This is an optimization exercise on Yosys and OpenROAD, whose aim is small area and a short achievable clock period, not a production implementation. Function was checked by simulation only, so behaviour that the tests miss may differ from the original.

File: flow/run.sh
#!/bin/bash
# synth_recipe.tcl (not shown) runs the flow's synth.tcl, then flattens the netlist and writes it again
# the make line also repeats each setting of config.mk as NAME=value (left out here)
make -C /OpenROAD-flow-scripts/flow DESIGN_CONFIG=/design/flow/config.mk WORK_HOME=/design/flow/orfs CLKGATE_MAP_FILE= SYNTH_SCRIPT=/design/flow/synth_recipe.tcl finish
File: flow/config.mk
export PLATFORM = sky130hd
export DESIGN_NAME = plastic_neuron
export DESIGN_NICKNAME = plastic_neuron
export VERILOG_FILES = /design/flow/design.v
export SDC_FILE = /design/flow/constraint.sdc
export NUM_CORES = 4
export LEC_CHECK = 0
export CAP_MARGIN = 20
export CORE_MARGIN = 2
export CORE_UTILIZATION = 40
export SETUP_SLACK_MARGIN = 3.0
export SLEW_MARGIN = 20
export SYNTH_HIERARCHICAL = 1
File: flow/constraint.sdc
create_clock -name core_clock -period 7.0 [get_ports {clk}]
set_input_delay 1.4000 -clock core_clock [delete_from_list [all_inputs] [get_ports {clk}]]
set_output_delay 1.4000 -clock core_clock [all_outputs]
set_load 0.01 [all_outputs]
File: flow/design.v
module plastic_neuron (
    input wire clk,
    input wire rst,
    input wire [15:0] input_signal,
    input wire [15:0] feedback_error,
    input wire enable_learning,
    output wire [31:0] output_signal
);
  reg [15:0] weight;
  wire learn = enable_learning & (|input_signal) & (|feedback_error);
  always @(posedge clk or posedge rst) begin
    if (rst) weight <= 16'd1000;
    else if (learn) weight <= weight + 16'd10;
  end
  wire pp1;
  wire pp2;
  wire pp3;
  wire pp4;
  wire pp5;
  wire pp6;
  wire pp7;
  wire pp8;
  wire pp9;
  wire pp10;
  wire pp11;
  wire pp12;
  wire pp13;
  wire pp14;
  wire pp15;
  wire pp16;
  wire pp17;
  wire pp18;
  wire pp19;
  wire pp20;
  wire pp21;
  wire pp22;
  wire pp23;
  wire pp24;
  wire pp25;
  wire pp26;
  wire pp27;
  wire pp28;
  wire pp29;
  wire pp30;
  wire pp31;
  wire pp32;
  wire pp33;
  wire pp34;
  wire pp35;
  wire pp36;
  wire pp37;
  wire pp38;
  wire pp39;
  wire pp40;
  wire pp41;
  wire pp42;
  wire pp43;
  wire pp44;
  wire pp45;
  wire pp46;
  wire pp47;
  wire pp48;
  wire pp49;
  wire pp50;
  wire pp51;
  wire pp52;
  wire pp53;
  wire pp54;
  wire pp55;
  wire pp56;
  wire pp57;
  wire pp58;
  wire pp59;
  wire pp60;
  wire pp61;
  wire pp62;
  wire pp63;
  wire pp64;
  wire pp65;
  wire pp66;
  wire pp67;
  wire pp68;
  wire pp69;
  wire pp70;
  wire pp71;
  wire pp72;
  wire pp73;
  wire pp74;
  wire pp75;
  wire pp76;
  wire pp77;
  wire pp78;
  wire pp79;
  wire pp80;
  wire pp81;
  wire pp82;
  wire pp83;
  wire pp84;
  wire pp85;
  wire pp86;
  wire pp87;
  wire pp88;
  wire pp89;
  wire pp90;
  wire pp91;
  wire pp92;
  wire pp93;
  wire pp94;
  wire pp95;
  wire pp96;
  wire pp97;
  wire pp98;
  wire pp99;
  wire pp100;
  wire pp101;
  wire pp102;
  wire pp103;
  wire pp104;
  wire pp105;
  wire pp106;
  wire pp107;
  wire pp108;
  wire pp109;
  wire pp110;
  wire pp111;
  wire pp112;
  wire pp113;
  wire pp114;
  wire pp115;
  wire pp116;
  wire pp117;
  wire pp118;
  wire pp119;
  wire pp120;
  wire pp121;
  wire pp122;
  wire pp123;
  wire pp124;
  wire pp125;
  wire pp126;
  wire pp127;
  wire pp128;
  wire pp129;
  wire pp130;
  wire pp131;
  wire pp132;
  wire pp133;
  wire pp134;
  wire pp135;
  wire pp136;
  wire nb137;
  wire nb138;
  wire nb139;
  wire nb140;
  wire nb141;
  wire nb142;
  wire nb143;
  wire nb144;
  wire s145;
  wire c146;
  wire s147;
  wire c148;
  wire s149;
  wire c150;
  wire s151;
  wire c152;
  wire s153;
  wire c154;
  wire s155;
  wire c156;
  wire s157;
  wire c158;
  wire s159;
  wire c160;
  wire s161;
  wire c162;
  wire s163;
  wire c164;
  wire s165;
  wire c166;
  wire s167;
  wire c168;
  wire s169;
  wire c170;
  wire s171;
  wire c172;
  wire s173;
  wire c174;
  wire s175;
  wire c176;
  wire s177;
  wire c178;
  wire s179;
  wire c180;
  wire s181;
  wire c182;
  wire s183;
  wire c184;
  wire s185;
  wire c186;
  wire s187;
  wire c188;
  wire s189;
  wire c190;
  wire s191;
  wire c192;
  wire s193;
  wire c194;
  wire s195;
  wire c196;
  wire s197;
  wire c198;
  wire s199;
  wire c200;
  wire s201;
  wire c202;
  wire s203;
  wire c204;
  wire s205;
  wire c206;
  wire s207;
  wire c208;
  wire s209;
  wire c210;
  wire s211;
  wire c212;
  wire s213;
  wire c214;
  wire s215;
  wire c216;
  wire s217;
  wire c218;
  wire s219;
  wire c220;
  wire s221;
  wire c222;
  wire s223;
  wire c224;
  wire s225;
  wire c226;
  wire s227;
  wire c228;
  wire s229;
  wire c230;
  wire s231;
  wire c232;
  wire s233;
  wire c234;
  wire s235;
  wire c236;
  wire s237;
  wire c238;
  wire s239;
  wire c240;
  wire s241;
  wire c242;
  wire s243;
  wire c244;
  wire s245;
  wire c246;
  wire s247;
  wire c248;
  wire s249;
  wire c250;
  wire s251;
  wire c252;
  wire s253;
  wire c254;
  wire s255;
  wire c256;
  wire s257;
  wire c258;
  wire s259;
  wire c260;
  wire s261;
  wire c262;
  wire s263;
  wire c264;
  wire s265;
  wire c266;
  wire s267;
  wire c268;
  wire s269;
  wire c270;
  wire s271;
  wire c272;
  wire s273;
  wire c274;
  wire s275;
  wire c276;
  wire s277;
  wire c278;
  wire s279;
  wire c280;
  wire s281;
  wire c282;
  wire s283;
  wire c284;
  wire s285;
  wire c286;
  wire s287;
  wire c288;
  wire s289;
  wire c290;
  wire s291;
  wire c292;
  wire s293;
  wire c294;
  wire s295;
  wire c296;
  wire s297;
  wire c298;
  wire s299;
  wire c300;
  wire s301;
  wire c302;
  wire s303;
  wire c304;
  wire s305;
  wire c306;
  wire s307;
  wire c308;
  wire s309;
  wire c310;
  wire s311;
  wire c312;
  wire s313;
  wire c314;
  wire s315;
  wire c316;
  wire s317;
  wire c318;
  wire s319;
  wire c320;
  wire s321;
  wire c322;
  wire s323;
  wire c324;
  wire s325;
  wire c326;
  wire s327;
  wire c328;
  wire s329;
  wire c330;
  wire s331;
  wire c332;
  wire s333;
  wire c334;
  wire s335;
  wire c336;
  wire s337;
  wire c338;
  wire s339;
  wire c340;
  wire s341;
  wire c342;
  wire s343;
  wire c344;
  wire s345;
  wire c346;
  wire s347;
  wire c348;
  wire s349;
  wire c350;
  wire s351;
  wire c352;
  wire s353;
  wire c354;
  wire s355;
  wire c356;
  wire s357;
  wire c358;
  wire s359;
  wire c360;
  wire s361;
  wire c362;
  wire s363;
  wire c364;
  wire s365;
  wire c366;
  wire s367;
  wire c368;
  wire s369;
  wire c370;
  wire s371;
  wire c372;
  wire s373;
  wire c374;
  wire s375;
  wire c376;
  wire s377;
  wire c378;
  wire s379;
  wire c380;
  wire s381;
  wire c382;
  wire one0 = weight[0] ^ 1'b0;
  wire two0 = (weight[1] & ~weight[0] & ~1'b0) | (~weight[1] & weight[0] & 1'b0);
  wire neg0 = weight[1];
  assign pp1 = ((input_signal[0] & one0) ^ neg0);
  assign pp2 = (((input_signal[1] & one0) | (input_signal[0] & two0)) ^ neg0);
  assign pp3 = (((input_signal[2] & one0) | (input_signal[1] & two0)) ^ neg0);
  assign pp4 = (((input_signal[3] & one0) | (input_signal[2] & two0)) ^ neg0);
  assign pp5 = (((input_signal[4] & one0) | (input_signal[3] & two0)) ^ neg0);
  assign pp6 = (((input_signal[5] & one0) | (input_signal[4] & two0)) ^ neg0);
  assign pp7 = (((input_signal[6] & one0) | (input_signal[5] & two0)) ^ neg0);
  assign pp8 = (((input_signal[7] & one0) | (input_signal[6] & two0)) ^ neg0);
  assign pp9 = (((input_signal[8] & one0) | (input_signal[7] & two0)) ^ neg0);
  assign pp10 = (((input_signal[9] & one0) | (input_signal[8] & two0)) ^ neg0);
  assign pp11 = (((input_signal[10] & one0) | (input_signal[9] & two0)) ^ neg0);
  assign pp12 = (((input_signal[11] & one0) | (input_signal[10] & two0)) ^ neg0);
  assign pp13 = (((input_signal[12] & one0) | (input_signal[11] & two0)) ^ neg0);
  assign pp14 = (((input_signal[13] & one0) | (input_signal[12] & two0)) ^ neg0);
  assign pp15 = (((input_signal[14] & one0) | (input_signal[13] & two0)) ^ neg0);
  assign pp16 = (((input_signal[15] & one0) | (input_signal[14] & two0)) ^ neg0);
  assign pp17 = ~((input_signal[15] & (one0 | two0)) ^ neg0);
  wire one1 = weight[2] ^ weight[1];
  wire two1 = (weight[3] & ~weight[2] & ~weight[1]) | (~weight[3] & weight[2] & weight[1]);
  wire neg1 = weight[3];
  assign pp18 = ((input_signal[0] & one1) ^ neg1);
  assign pp19 = (((input_signal[1] & one1) | (input_signal[0] & two1)) ^ neg1);
  assign pp20 = (((input_signal[2] & one1) | (input_signal[1] & two1)) ^ neg1);
  assign pp21 = (((input_signal[3] & one1) | (input_signal[2] & two1)) ^ neg1);
  assign pp22 = (((input_signal[4] & one1) | (input_signal[3] & two1)) ^ neg1);
  assign pp23 = (((input_signal[5] & one1) | (input_signal[4] & two1)) ^ neg1);
  assign pp24 = (((input_signal[6] & one1) | (input_signal[5] & two1)) ^ neg1);
  assign pp25 = (((input_signal[7] & one1) | (input_signal[6] & two1)) ^ neg1);
  assign pp26 = (((input_signal[8] & one1) | (input_signal[7] & two1)) ^ neg1);
  assign pp27 = (((input_signal[9] & one1) | (input_signal[8] & two1)) ^ neg1);
  assign pp28 = (((input_signal[10] & one1) | (input_signal[9] & two1)) ^ neg1);
  assign pp29 = (((input_signal[11] & one1) | (input_signal[10] & two1)) ^ neg1);
  assign pp30 = (((input_signal[12] & one1) | (input_signal[11] & two1)) ^ neg1);
  assign pp31 = (((input_signal[13] & one1) | (input_signal[12] & two1)) ^ neg1);
  assign pp32 = (((input_signal[14] & one1) | (input_signal[13] & two1)) ^ neg1);
  assign pp33 = (((input_signal[15] & one1) | (input_signal[14] & two1)) ^ neg1);
  assign pp34 = ~((input_signal[15] & (one1 | two1)) ^ neg1);
  wire one2 = weight[4] ^ weight[3];
  wire two2 = (weight[5] & ~weight[4] & ~weight[3]) | (~weight[5] & weight[4] & weight[3]);
  wire neg2 = weight[5];
  assign pp35 = ((input_signal[0] & one2) ^ neg2);
  assign pp36 = (((input_signal[1] & one2) | (input_signal[0] & two2)) ^ neg2);
  assign pp37 = (((input_signal[2] & one2) | (input_signal[1] & two2)) ^ neg2);
  assign pp38 = (((input_signal[3] & one2) | (input_signal[2] & two2)) ^ neg2);
  assign pp39 = (((input_signal[4] & one2) | (input_signal[3] & two2)) ^ neg2);
  assign pp40 = (((input_signal[5] & one2) | (input_signal[4] & two2)) ^ neg2);
  assign pp41 = (((input_signal[6] & one2) | (input_signal[5] & two2)) ^ neg2);
  assign pp42 = (((input_signal[7] & one2) | (input_signal[6] & two2)) ^ neg2);
  assign pp43 = (((input_signal[8] & one2) | (input_signal[7] & two2)) ^ neg2);
  assign pp44 = (((input_signal[9] & one2) | (input_signal[8] & two2)) ^ neg2);
  assign pp45 = (((input_signal[10] & one2) | (input_signal[9] & two2)) ^ neg2);
  assign pp46 = (((input_signal[11] & one2) | (input_signal[10] & two2)) ^ neg2);
  assign pp47 = (((input_signal[12] & one2) | (input_signal[11] & two2)) ^ neg2);
  assign pp48 = (((input_signal[13] & one2) | (input_signal[12] & two2)) ^ neg2);
  assign pp49 = (((input_signal[14] & one2) | (input_signal[13] & two2)) ^ neg2);
  assign pp50 = (((input_signal[15] & one2) | (input_signal[14] & two2)) ^ neg2);
  assign pp51 = ~((input_signal[15] & (one2 | two2)) ^ neg2);
  wire one3 = weight[6] ^ weight[5];
  wire two3 = (weight[7] & ~weight[6] & ~weight[5]) | (~weight[7] & weight[6] & weight[5]);
  wire neg3 = weight[7];
  assign pp52 = ((input_signal[0] & one3) ^ neg3);
  assign pp53 = (((input_signal[1] & one3) | (input_signal[0] & two3)) ^ neg3);
  assign pp54 = (((input_signal[2] & one3) | (input_signal[1] & two3)) ^ neg3);
  assign pp55 = (((input_signal[3] & one3) | (input_signal[2] & two3)) ^ neg3);
  assign pp56 = (((input_signal[4] & one3) | (input_signal[3] & two3)) ^ neg3);
  assign pp57 = (((input_signal[5] & one3) | (input_signal[4] & two3)) ^ neg3);
  assign pp58 = (((input_signal[6] & one3) | (input_signal[5] & two3)) ^ neg3);
  assign pp59 = (((input_signal[7] & one3) | (input_signal[6] & two3)) ^ neg3);
  assign pp60 = (((input_signal[8] & one3) | (input_signal[7] & two3)) ^ neg3);
  assign pp61 = (((input_signal[9] & one3) | (input_signal[8] & two3)) ^ neg3);
  assign pp62 = (((input_signal[10] & one3) | (input_signal[9] & two3)) ^ neg3);
  assign pp63 = (((input_signal[11] & one3) | (input_signal[10] & two3)) ^ neg3);
  assign pp64 = (((input_signal[12] & one3) | (input_signal[11] & two3)) ^ neg3);
  assign pp65 = (((input_signal[13] & one3) | (input_signal[12] & two3)) ^ neg3);
  assign pp66 = (((input_signal[14] & one3) | (input_signal[13] & two3)) ^ neg3);
  assign pp67 = (((input_signal[15] & one3) | (input_signal[14] & two3)) ^ neg3);
  assign pp68 = ~((input_signal[15] & (one3 | two3)) ^ neg3);
  wire one4 = weight[8] ^ weight[7];
  wire two4 = (weight[9] & ~weight[8] & ~weight[7]) | (~weight[9] & weight[8] & weight[7]);
  wire neg4 = weight[9];
  assign pp69 = ((input_signal[0] & one4) ^ neg4);
  assign pp70 = (((input_signal[1] & one4) | (input_signal[0] & two4)) ^ neg4);
  assign pp71 = (((input_signal[2] & one4) | (input_signal[1] & two4)) ^ neg4);
  assign pp72 = (((input_signal[3] & one4) | (input_signal[2] & two4)) ^ neg4);
  assign pp73 = (((input_signal[4] & one4) | (input_signal[3] & two4)) ^ neg4);
  assign pp74 = (((input_signal[5] & one4) | (input_signal[4] & two4)) ^ neg4);
  assign pp75 = (((input_signal[6] & one4) | (input_signal[5] & two4)) ^ neg4);
  assign pp76 = (((input_signal[7] & one4) | (input_signal[6] & two4)) ^ neg4);
  assign pp77 = (((input_signal[8] & one4) | (input_signal[7] & two4)) ^ neg4);
  assign pp78 = (((input_signal[9] & one4) | (input_signal[8] & two4)) ^ neg4);
  assign pp79 = (((input_signal[10] & one4) | (input_signal[9] & two4)) ^ neg4);
  assign pp80 = (((input_signal[11] & one4) | (input_signal[10] & two4)) ^ neg4);
  assign pp81 = (((input_signal[12] & one4) | (input_signal[11] & two4)) ^ neg4);
  assign pp82 = (((input_signal[13] & one4) | (input_signal[12] & two4)) ^ neg4);
  assign pp83 = (((input_signal[14] & one4) | (input_signal[13] & two4)) ^ neg4);
  assign pp84 = (((input_signal[15] & one4) | (input_signal[14] & two4)) ^ neg4);
  assign pp85 = ~((input_signal[15] & (one4 | two4)) ^ neg4);
  wire one5 = weight[10] ^ weight[9];
  wire two5 = (weight[11] & ~weight[10] & ~weight[9]) | (~weight[11] & weight[10] & weight[9]);
  wire neg5 = weight[11];
  assign pp86 = ((input_signal[0] & one5) ^ neg5);
  assign pp87 = (((input_signal[1] & one5) | (input_signal[0] & two5)) ^ neg5);
  assign pp88 = (((input_signal[2] & one5) | (input_signal[1] & two5)) ^ neg5);
  assign pp89 = (((input_signal[3] & one5) | (input_signal[2] & two5)) ^ neg5);
  assign pp90 = (((input_signal[4] & one5) | (input_signal[3] & two5)) ^ neg5);
  assign pp91 = (((input_signal[5] & one5) | (input_signal[4] & two5)) ^ neg5);
  assign pp92 = (((input_signal[6] & one5) | (input_signal[5] & two5)) ^ neg5);
  assign pp93 = (((input_signal[7] & one5) | (input_signal[6] & two5)) ^ neg5);
  assign pp94 = (((input_signal[8] & one5) | (input_signal[7] & two5)) ^ neg5);
  assign pp95 = (((input_signal[9] & one5) | (input_signal[8] & two5)) ^ neg5);
  assign pp96 = (((input_signal[10] & one5) | (input_signal[9] & two5)) ^ neg5);
  assign pp97 = (((input_signal[11] & one5) | (input_signal[10] & two5)) ^ neg5);
  assign pp98 = (((input_signal[12] & one5) | (input_signal[11] & two5)) ^ neg5);
  assign pp99 = (((input_signal[13] & one5) | (input_signal[12] & two5)) ^ neg5);
  assign pp100 = (((input_signal[14] & one5) | (input_signal[13] & two5)) ^ neg5);
  assign pp101 = (((input_signal[15] & one5) | (input_signal[14] & two5)) ^ neg5);
  assign pp102 = ~((input_signal[15] & (one5 | two5)) ^ neg5);
  wire one6 = weight[12] ^ weight[11];
  wire two6 = (weight[13] & ~weight[12] & ~weight[11]) | (~weight[13] & weight[12] & weight[11]);
  wire neg6 = weight[13];
  assign pp103 = ((input_signal[0] & one6) ^ neg6);
  assign pp104 = (((input_signal[1] & one6) | (input_signal[0] & two6)) ^ neg6);
  assign pp105 = (((input_signal[2] & one6) | (input_signal[1] & two6)) ^ neg6);
  assign pp106 = (((input_signal[3] & one6) | (input_signal[2] & two6)) ^ neg6);
  assign pp107 = (((input_signal[4] & one6) | (input_signal[3] & two6)) ^ neg6);
  assign pp108 = (((input_signal[5] & one6) | (input_signal[4] & two6)) ^ neg6);
  assign pp109 = (((input_signal[6] & one6) | (input_signal[5] & two6)) ^ neg6);
  assign pp110 = (((input_signal[7] & one6) | (input_signal[6] & two6)) ^ neg6);
  assign pp111 = (((input_signal[8] & one6) | (input_signal[7] & two6)) ^ neg6);
  assign pp112 = (((input_signal[9] & one6) | (input_signal[8] & two6)) ^ neg6);
  assign pp113 = (((input_signal[10] & one6) | (input_signal[9] & two6)) ^ neg6);
  assign pp114 = (((input_signal[11] & one6) | (input_signal[10] & two6)) ^ neg6);
  assign pp115 = (((input_signal[12] & one6) | (input_signal[11] & two6)) ^ neg6);
  assign pp116 = (((input_signal[13] & one6) | (input_signal[12] & two6)) ^ neg6);
  assign pp117 = (((input_signal[14] & one6) | (input_signal[13] & two6)) ^ neg6);
  assign pp118 = (((input_signal[15] & one6) | (input_signal[14] & two6)) ^ neg6);
  assign pp119 = ~((input_signal[15] & (one6 | two6)) ^ neg6);
  wire one7 = weight[14] ^ weight[13];
  wire two7 = (weight[15] & ~weight[14] & ~weight[13]) | (~weight[15] & weight[14] & weight[13]);
  wire neg7 = weight[15];
  assign pp120 = ((input_signal[0] & one7) ^ neg7);
  assign pp121 = (((input_signal[1] & one7) | (input_signal[0] & two7)) ^ neg7);
  assign pp122 = (((input_signal[2] & one7) | (input_signal[1] & two7)) ^ neg7);
  assign pp123 = (((input_signal[3] & one7) | (input_signal[2] & two7)) ^ neg7);
  assign pp124 = (((input_signal[4] & one7) | (input_signal[3] & two7)) ^ neg7);
  assign pp125 = (((input_signal[5] & one7) | (input_signal[4] & two7)) ^ neg7);
  assign pp126 = (((input_signal[6] & one7) | (input_signal[5] & two7)) ^ neg7);
  assign pp127 = (((input_signal[7] & one7) | (input_signal[6] & two7)) ^ neg7);
  assign pp128 = (((input_signal[8] & one7) | (input_signal[7] & two7)) ^ neg7);
  assign pp129 = (((input_signal[9] & one7) | (input_signal[8] & two7)) ^ neg7);
  assign pp130 = (((input_signal[10] & one7) | (input_signal[9] & two7)) ^ neg7);
  assign pp131 = (((input_signal[11] & one7) | (input_signal[10] & two7)) ^ neg7);
  assign pp132 = (((input_signal[12] & one7) | (input_signal[11] & two7)) ^ neg7);
  assign pp133 = (((input_signal[13] & one7) | (input_signal[12] & two7)) ^ neg7);
  assign pp134 = (((input_signal[14] & one7) | (input_signal[13] & two7)) ^ neg7);
  assign pp135 = (((input_signal[15] & one7) | (input_signal[14] & two7)) ^ neg7);
  assign pp136 = ~((input_signal[15] & (one7 | two7)) ^ neg7);
  assign nb137 = ~pp17;
  assign nb138 = ~pp33;
  assign nb139 = ~pp50;
  assign nb140 = ~pp67;
  assign nb141 = ~pp84;
  assign nb142 = ~pp101;
  assign nb143 = ~pp118;
  assign nb144 = ~pp135;
  pn_ha u_s145 (.a(neg5), .b(pp11), .s(s145), .co(c146));
  pn_ha u_s147 (.a(pp12), .b(pp27), .s(s147), .co(c148));
  pn_fa u_s149 (.a(neg6), .b(pp13), .c(pp28), .s(s149), .co(c150));
  pn_ha u_s151 (.a(pp43), .b(pp58), .s(s151), .co(c152));
  pn_fa u_s153 (.a(pp14), .b(pp29), .c(pp44), .s(s153), .co(c154));
  pn_ha u_s155 (.a(pp59), .b(pp74), .s(s155), .co(c156));
  pn_fa u_s157 (.a(neg7), .b(pp15), .c(pp30), .s(s157), .co(c158));
  pn_fa u_s159 (.a(pp45), .b(pp60), .c(pp75), .s(s159), .co(c160));
  pn_ha u_s161 (.a(pp90), .b(pp105), .s(s161), .co(c162));
  pn_fa u_s163 (.a(pp16), .b(pp31), .c(pp46), .s(s163), .co(c164));
  pn_fa u_s165 (.a(pp61), .b(pp76), .c(pp91), .s(s165), .co(c166));
  pn_ha u_s167 (.a(pp106), .b(pp121), .s(s167), .co(c168));
  pn_fa u_s169 (.a(pp32), .b(pp47), .c(pp62), .s(s169), .co(c170));
  pn_fa u_s171 (.a(pp77), .b(pp92), .c(pp107), .s(s171), .co(c172));
  pn_ha u_s173 (.a(pp122), .b(nb137), .s(s173), .co(c174));
  pn_fa u_s175 (.a(pp48), .b(pp63), .c(pp78), .s(s175), .co(c176));
  pn_fa u_s177 (.a(pp93), .b(pp108), .c(pp123), .s(s177), .co(c178));
  pn_ha u_s179 (.a(pp17), .b(nb138), .s(s179), .co(c180));
  pn_fa u_s181 (.a(pp34), .b(pp49), .c(pp64), .s(s181), .co(c182));
  pn_fa u_s183 (.a(pp79), .b(pp94), .c(pp109), .s(s183), .co(c184));
  pn_ha u_s185 (.a(pp124), .b(pp33), .s(s185), .co(c186));
  pn_fa u_s187 (.a(pp65), .b(pp80), .c(pp95), .s(s187), .co(c188));
  pn_ha u_s189 (.a(pp110), .b(pp125), .s(s189), .co(c190));
  pn_fa u_s191 (.a(pp51), .b(pp66), .c(pp81), .s(s191), .co(c192));
  pn_ha u_s193 (.a(pp96), .b(pp111), .s(s193), .co(c194));
  pn_ha u_s195 (.a(pp82), .b(pp97), .s(s195), .co(c196));
  pn_ha u_s197 (.a(pp68), .b(pp83), .s(s197), .co(c198));
  pn_ha u_s199 (.a(neg3), .b(pp7), .s(s199), .co(c200));
  pn_ha u_s201 (.a(pp8), .b(pp23), .s(s201), .co(c202));
  pn_fa u_s203 (.a(neg4), .b(pp9), .c(pp24), .s(s203), .co(c204));
  pn_ha u_s205 (.a(pp39), .b(pp54), .s(s205), .co(c206));
  pn_fa u_s207 (.a(pp10), .b(pp25), .c(pp40), .s(s207), .co(c208));
  pn_ha u_s209 (.a(pp55), .b(pp70), .s(s209), .co(c210));
  pn_fa u_s211 (.a(pp26), .b(pp41), .c(pp56), .s(s211), .co(c212));
  pn_fa u_s213 (.a(pp71), .b(pp86), .c(s145), .s(s213), .co(c214));
  pn_fa u_s215 (.a(pp42), .b(pp57), .c(pp72), .s(s215), .co(c216));
  pn_fa u_s217 (.a(pp87), .b(c146), .c(s147), .s(s217), .co(c218));
  pn_fa u_s219 (.a(pp73), .b(pp88), .c(pp103), .s(s219), .co(c220));
  pn_fa u_s221 (.a(c148), .b(s151), .c(s149), .s(s221), .co(c222));
  pn_fa u_s223 (.a(pp89), .b(pp104), .c(c152), .s(s223), .co(c224));
  pn_fa u_s225 (.a(s155), .b(c150), .c(s153), .s(s225), .co(c226));
  pn_fa u_s227 (.a(pp120), .b(c156), .c(s161), .s(s227), .co(c228));
  pn_fa u_s229 (.a(c154), .b(s157), .c(s159), .s(s229), .co(c230));
  pn_fa u_s231 (.a(c162), .b(s167), .c(c158), .s(s231), .co(c232));
  pn_fa u_s233 (.a(c160), .b(s163), .c(s165), .s(s233), .co(c234));
  pn_fa u_s235 (.a(c168), .b(c164), .c(c166), .s(s235), .co(c236));
  pn_fa u_s237 (.a(s173), .b(s169), .c(s171), .s(s237), .co(c238));
  pn_fa u_s239 (.a(c174), .b(c170), .c(c172), .s(s239), .co(c240));
  pn_fa u_s241 (.a(s179), .b(s175), .c(s177), .s(s241), .co(c242));
  pn_fa u_s243 (.a(c180), .b(s185), .c(c176), .s(s243), .co(c244));
  pn_fa u_s245 (.a(c178), .b(s181), .c(s183), .s(s245), .co(c246));
  pn_fa u_s247 (.a(nb139), .b(c186), .c(s189), .s(s247), .co(c248));
  pn_fa u_s249 (.a(c182), .b(c184), .c(s187), .s(s249), .co(c250));
  pn_fa u_s251 (.a(pp126), .b(pp50), .c(c190), .s(s251), .co(c252));
  pn_fa u_s253 (.a(s193), .b(c188), .c(s191), .s(s253), .co(c254));
  pn_fa u_s255 (.a(pp112), .b(pp127), .c(nb140), .s(s255), .co(c256));
  pn_fa u_s257 (.a(c194), .b(s195), .c(c192), .s(s257), .co(c258));
  pn_fa u_s259 (.a(pp98), .b(pp113), .c(pp128), .s(s259), .co(c260));
  pn_fa u_s261 (.a(pp67), .b(c196), .c(s197), .s(s261), .co(c262));
  pn_fa u_s263 (.a(pp99), .b(pp114), .c(pp129), .s(s263), .co(c264));
  pn_ha u_s265 (.a(nb141), .b(c198), .s(s265), .co(c266));
  pn_fa u_s267 (.a(pp85), .b(pp100), .c(pp115), .s(s267), .co(c268));
  pn_ha u_s269 (.a(pp130), .b(pp84), .s(s269), .co(c270));
  pn_ha u_s271 (.a(pp116), .b(pp131), .s(s271), .co(c272));
  pn_ha u_s273 (.a(pp102), .b(pp117), .s(s273), .co(c274));
  pn_ha u_s275 (.a(neg2), .b(pp5), .s(s275), .co(c276));
  pn_ha u_s277 (.a(pp6), .b(pp21), .s(s277), .co(c278));
  pn_fa u_s279 (.a(pp22), .b(pp37), .c(pp52), .s(s279), .co(c280));
  pn_fa u_s281 (.a(pp38), .b(pp53), .c(c200), .s(s281), .co(c282));
  pn_fa u_s283 (.a(pp69), .b(c202), .c(s205), .s(s283), .co(c284));
  pn_fa u_s285 (.a(c206), .b(s209), .c(c204), .s(s285), .co(c286));
  pn_fa u_s287 (.a(c210), .b(c208), .c(s211), .s(s287), .co(c288));
  pn_fa u_s289 (.a(c212), .b(s215), .c(c214), .s(s289), .co(c290));
  pn_fa u_s291 (.a(c216), .b(s219), .c(c218), .s(s291), .co(c292));
  pn_fa u_s293 (.a(c220), .b(s223), .c(c222), .s(s293), .co(c294));
  pn_fa u_s295 (.a(c224), .b(s227), .c(c226), .s(s295), .co(c296));
  pn_fa u_s297 (.a(c228), .b(c230), .c(s231), .s(s297), .co(c298));
  pn_fa u_s299 (.a(c232), .b(c234), .c(s235), .s(s299), .co(c300));
  pn_fa u_s301 (.a(c236), .b(c238), .c(s239), .s(s301), .co(c302));
  pn_fa u_s303 (.a(c240), .b(c242), .c(s243), .s(s303), .co(c304));
  pn_fa u_s305 (.a(c244), .b(s247), .c(c246), .s(s305), .co(c306));
  pn_fa u_s307 (.a(s251), .b(c248), .c(c250), .s(s307), .co(c308));
  pn_fa u_s309 (.a(s255), .b(c252), .c(c254), .s(s309), .co(c310));
  pn_fa u_s311 (.a(c256), .b(s259), .c(c258), .s(s311), .co(c312));
  pn_fa u_s313 (.a(c260), .b(s263), .c(s265), .s(s313), .co(c314));
  pn_fa u_s315 (.a(s269), .b(c264), .c(s267), .s(s315), .co(c316));
  pn_fa u_s317 (.a(nb142), .b(c270), .c(s271), .s(s317), .co(c318));
  pn_fa u_s319 (.a(pp132), .b(pp101), .c(c272), .s(s319), .co(c320));
  pn_ha u_s321 (.a(pp133), .b(nb143), .s(s321), .co(c322));
  pn_ha u_s323 (.a(pp119), .b(pp134), .s(s323), .co(c324));
  pn_ha u_s325 (.a(neg1), .b(pp3), .s(s325), .co(c326));
  pn_ha u_s327 (.a(pp4), .b(pp19), .s(s327), .co(c328));
  pn_fa u_s329 (.a(pp20), .b(pp35), .c(s275), .s(s329), .co(c330));
  pn_fa u_s331 (.a(pp36), .b(c276), .c(s277), .s(s331), .co(c332));
  pn_fa u_s333 (.a(c278), .b(s199), .c(s279), .s(s333), .co(c334));
  pn_fa u_s335 (.a(s201), .b(c280), .c(s281), .s(s335), .co(c336));
  pn_fa u_s337 (.a(s203), .b(c282), .c(s283), .s(s337), .co(c338));
  pn_fa u_s339 (.a(s207), .b(c284), .c(s285), .s(s339), .co(c340));
  pn_fa u_s341 (.a(c286), .b(s213), .c(s287), .s(s341), .co(c342));
  pn_fa u_s343 (.a(s217), .b(c288), .c(s289), .s(s343), .co(c344));
  pn_fa u_s345 (.a(s221), .b(c290), .c(s291), .s(s345), .co(c346));
  pn_fa u_s347 (.a(s225), .b(c292), .c(s293), .s(s347), .co(c348));
  pn_fa u_s349 (.a(s229), .b(c294), .c(s295), .s(s349), .co(c350));
  pn_fa u_s351 (.a(s233), .b(c296), .c(s297), .s(s351), .co(c352));
  pn_fa u_s353 (.a(s237), .b(c298), .c(s299), .s(s353), .co(c354));
  pn_fa u_s355 (.a(s241), .b(c300), .c(s301), .s(s355), .co(c356));
  pn_fa u_s357 (.a(s245), .b(c302), .c(s303), .s(s357), .co(c358));
  pn_fa u_s359 (.a(s249), .b(c304), .c(s305), .s(s359), .co(c360));
  pn_fa u_s361 (.a(s253), .b(c306), .c(s307), .s(s361), .co(c362));
  pn_fa u_s363 (.a(s257), .b(c308), .c(s309), .s(s363), .co(c364));
  pn_fa u_s365 (.a(s261), .b(s311), .c(c310), .s(s365), .co(c366));
  pn_fa u_s367 (.a(c262), .b(s313), .c(c312), .s(s367), .co(c368));
  pn_fa u_s369 (.a(c266), .b(s315), .c(c314), .s(s369), .co(c370));
  pn_fa u_s371 (.a(c268), .b(s317), .c(c316), .s(s371), .co(c372));
  pn_fa u_s373 (.a(s273), .b(s319), .c(c318), .s(s373), .co(c374));
  pn_fa u_s375 (.a(c274), .b(s321), .c(c320), .s(s375), .co(c376));
  pn_fa u_s377 (.a(pp118), .b(c322), .c(s323), .s(s377), .co(c378));
  pn_ha u_s379 (.a(nb144), .b(c324), .s(s379), .co(c380));
  pn_ha u_s381 (.a(pp136), .b(pp135), .s(s381), .co(c382));
  wire [31:0] pa = {c382, c380, c378, c376, c374, c372, c370, c368, c366, c364, c362, c360, c358, c356, c354, c352, c350, c348, c346, c344, c342, c340, c338, c336, c334, c332, c330, c328, c326, s325, pp2, neg0};
  wire [31:0] pb = {1'b1, s381, s379, s377, s375, s373, s371, s369, s367, s365, s363, s361, s359, s357, s355, s353, s351, s349, s347, s345, s343, s341, s339, s337, s335, s333, s331, s329, s327, pp18, 1'b0, pp1};
  wire [6:0] lo_d = pa[5:0] + pb[5:0];
  reg [6:0] lo_q;
  reg [25:0] ha_q, hb_q;
  always @(posedge clk or posedge rst) begin
    if (rst) begin
      ha_q <= 26'd0; hb_q <= 26'd0;
      lo_q <= 7'd0;
    end else begin
      ha_q <= pa[31:6];
      hb_q <= pb[31:6];
      lo_q <= lo_d;
    end
  end
  assign output_signal = {ha_q + hb_q + {25'd0, lo_q[6]}, lo_q[5:0]};
endmodule
module pn_fa (input wire a, input wire b, input wire c, output wire s, output wire co);
  assign s = a ^ b ^ c;
  assign co = (a & b) | (a & c) | (b & c);
endmodule
module pn_ha (input wire a, input wire b, output wire s, output wire co);
  assign s = a ^ b;
  assign co = a & b;
endmodule
==> results.txt <==
- Worst min path class: flip-flop to flip-flop
- Nature of the critical path endpoint: output pin
- Max-Cap Viols: 0
- Initial Utilization: ~40%
- Initial antenna violation count: 0
- Slew headroom: between 30% and 40%
- Post-route clock period utilization: between 60 and 70%
- Routed vias/inst: between 5 and 6
- Ys async rst share: 100%
- TritonCTS Buffers: 9
- Max Buffers Root-to-Sink: 2
- Clk Latency, worst-skew pair: ~0.35 ns
- GR Overflow Total: 0
- Final Util: 47.4%
- Non-Filler Instances: between 1000 and 1500
- IO buf count: between 60 and 70
- Critical hold path startpoint: weight[14]$_DFFE_PP0P_
- Synthesized cell area: around 8300 um^2
- Crit start category: flip-flop
- Vias in the first global route: around 6200
- Maximum clock rate: ~0.24 GHz
- Worst endpoint required time: ~5.6 ns
- Worst Path Arrival: 2.82 ns
- Mapped Nets: between 1000 and 1500
- Final setup viols: 0
- Post-Route M1 WL: around 9700 um
- Placer Congestion: approximately 0.84
- Die area: approximately 22000 um^2
- Worst-Margin Slew: slightly above 0.9 ns
- Register bit total from synthesis: 73
- Pre-CTS WS: 2.17 ns
- Worst r2r src: weight[3]$_DFFE_PP1P_
- Root Buffer: clkbuf_16
- WL met3: about 1300 um
- Top FF cell, synth: dfrtp_1
- WL per Instance: between 15 and 20 um
- Post-synthesis sequential area ratio: a little over a fifth
- Worst clock skew: approximately 0.015 ns
- Post-CTS Hold Fix Bufs: 0
- Hold Path End: weight[14]$_DFFE_PP0P_
- Met2 WL: between 9000 and 10000 um
- Fill count: 1861
- Tot GR Track Use: approximately 20%
- Clk sinks: 73
- TritonCTS clock tree: built
- Via Count: 6122
- Drt drc: 0
- Synth Instances: 812
- Dpl hpwl: 14600 um
- Layout area overhead: 15.5%
- Outcome: finished clean
- Row Count: between 50 and 60
- Iteration-0 DRC Markers: between 300 and 400
- Largest net degree at the start of global routing: 74
- EDFF count, synth: 0
- Placed Instances: 1079
- DRT antenna net count: 0
- Reg-to-reg endpoint: hb_q[12]$_DFF_PP0_
- Share of cells above drive strength 1: between 10% and 20%
- Final nets: between 1000 and 1500
- Final Critical Period: roughly 4.2 ns
- Worst-path clk slew: 0.06 ns
- Register area: roughly 1900 um^2
- Count of cell types in the netlist: between 50 and 60
- Core Region: 20400 um^2
- Drt pass-1 iters: 5
- Drt total wl: approximately 21000 um
- Worst Hold Path Cells: 1
- Final Hold Vio Count: 0
- Global-route wire length before repair: between 30000 and 40000 um
- Synthesized area per cell: ~10 um^2
- Die height: about 150 um
- # diodes: 0
- WS Path Type: flip-flop to output pin
- H-tree depth: 3
- Slack of the critical path: roughly 2.8 ns
- Area of the multi-input gates: ~6300 um^2
- Max-slew violation count: 0
- Max Used Layer: met4
- I/O pin count: 67
- Die Wd: about 150 um
- FF-to-FF setup slack: ~3.2 ns
- Syn. warnings: 7
- RSZ-0062 raised after global routing: true
- FF-to-FF path depth: 9
- Crit path max fanout: 4
- Setup TNS: 0 ns
## per-layer routing
metal  vias to the layer above  track usage [%]
li1                       2825                -
met1                      3043             27.8
met2                       228             31.0
met3                        26             3.80
met4                         0             5.67
met5                         -                0
## synth_stat cells (all sizes together) (10+ instances only)
cell type	instances	area [um^2]
xnor2	133	1160
a22oi	98	736
fa	92	1840
dfrtp	67	1680
ha	65	813
clkbuf	57	231
nand2	35	131
a21oi	26	130
xor2	26	228
nor2	25	93.8
buf	23	123
inv	23	86.3
o21ai	22	114
nor2b	17	109
a21o	10	75.1
## what timing repair did
item,in CTS,in global routing
endpoints found under the setup margin,53,37
gates resized for setup,132,39
setup buffers,8,4
pin swaps,22,19
## critical path: stages, from the launching register on
cell and delay (ns):
dfrtp_1 0.34, inv_2 0.04, fa_2 0.41, fa_2 0.39, nor2b_4 0.15, o2111ai_2 0.13
nand2_2 0.12, a31oi_4 0.14, o21ai_4 0.19, buf_6 0.13, a41oi_2 0.11, xnor2_2 0.17
buf_2 0.15
## how the worst max path moves through the flow
| stage | from | end | slack (ns) |
|---|---|---|---|
| floorplan | input_signal[13] | hb_q[12]$_DFF_PP0_ | 2.99 |
| global placement | input_signal[10] | hb_q[11]$_DFF_PP0_ | 2.16 |
| detailed placement | input_signal[12] | hb_q[9]$_DFF_PP0_ | 2.17 |
| CTS | hb_q[0]$_DFF_PP0_ | output_signal[26] | 2.64 |
| global route | lo_q[6]$_DFF_PP0_ | output_signal[26] | 2.67 |
| finish | lo_q[6]$_DFF_PP0_ | output_signal[26] | 2.78 |
## registers in the layout (all words and copies together), names as in the netlist
| signal | cells |
|---|---|
| ha_q | 26 |
| hb_q | 26 |
| lo_q | 6 |
| weight | 15 |
## placed cells by master (no fill, tap or decap), types with 9 or more instances in the layout
cell / count
a22oi_1: 98
a21oi_1: 26
clkdlybuf4s50_1: 30
nand2_1: 34
dfrtp_1: 65
buf_4: 19
inv_1: 20
nor2b_1: 15
a21o_1: 10
xnor2_1: 131
fa_1: 90
nor2_1: 24
xor2_1: 26
o21ai_0: 12
buf_2: 16
clkbuf_16: 9
clkdlybuf4s15_2: 11
ha_1: 53
## cell type report
cell class | count | area share, %
multi-input cells | 634 | 65.2
flip-flops and latches | 73 | 19.2
repair buffers | 89 | 8.00
well taps | 270 | 3.50
clock buffers | 11 | 2.52
inverters | 25 | 1.01
clock inverters | 5 | 0.584
## Yosys stat by module (local to each module, per instance)
module          flip-flops and latches  copies in the design
plastic_neuron                      73                     1
pn_fa                                0                    90
pn_ha                                0                    29
## per-stage QoR
stage / instance area (um^2) / hold WS [ns]
6_report: 9650 / 0.537
5_1_grt: 9650 / 0.563
4_1_cts: 9510 / 0.541
3_5_place_dp: 9070 / 0.529
3_3_place_gp: 9070 / 0.520
2_1_floorplan: 8360 / 0.493
## logic make-up after synthesis
group	share of synthesized area [%]
compound gates	16.5
xor+xnor	16.7
fa+ha+maj	31.8
buf+inv	5.37
flops	22.0
mux	0.255
other cells	0.0900
simple gates	7.33

-- static timing again, ports no longer ideal --
The results above use ideal ports. As a check the final layout listed here was re-extracted and re-timed, cells and wires unchanged. Step 1, drivers: a clkbuf_16 drives clk and a buf_2 each remaining input, both assumed. Step 2 adds t to the input delays and takes it off the output delays; t is the mean of the earliest and latest rising clock arrival at the registers after step 1. Input paths then give back, and output paths get back, about the clock's delay inside the block. Slacks: ideal / step 1 / step 2; pairs: ideal / step 1.
shift t [ns]: 0.382
setup WS [ns]: 2.782 / 2.743 / 2.716
hold WS [ns]: 0.537 / 0.537 / 0.537
worst setup path after step 2: input to register
worst data-port slew with drivers (ns): 0.04
After both steps this run still meets setup and hold. The setup slack of this run moves by -0.039 ns with the drivers and by -0.066 ns with both steps.
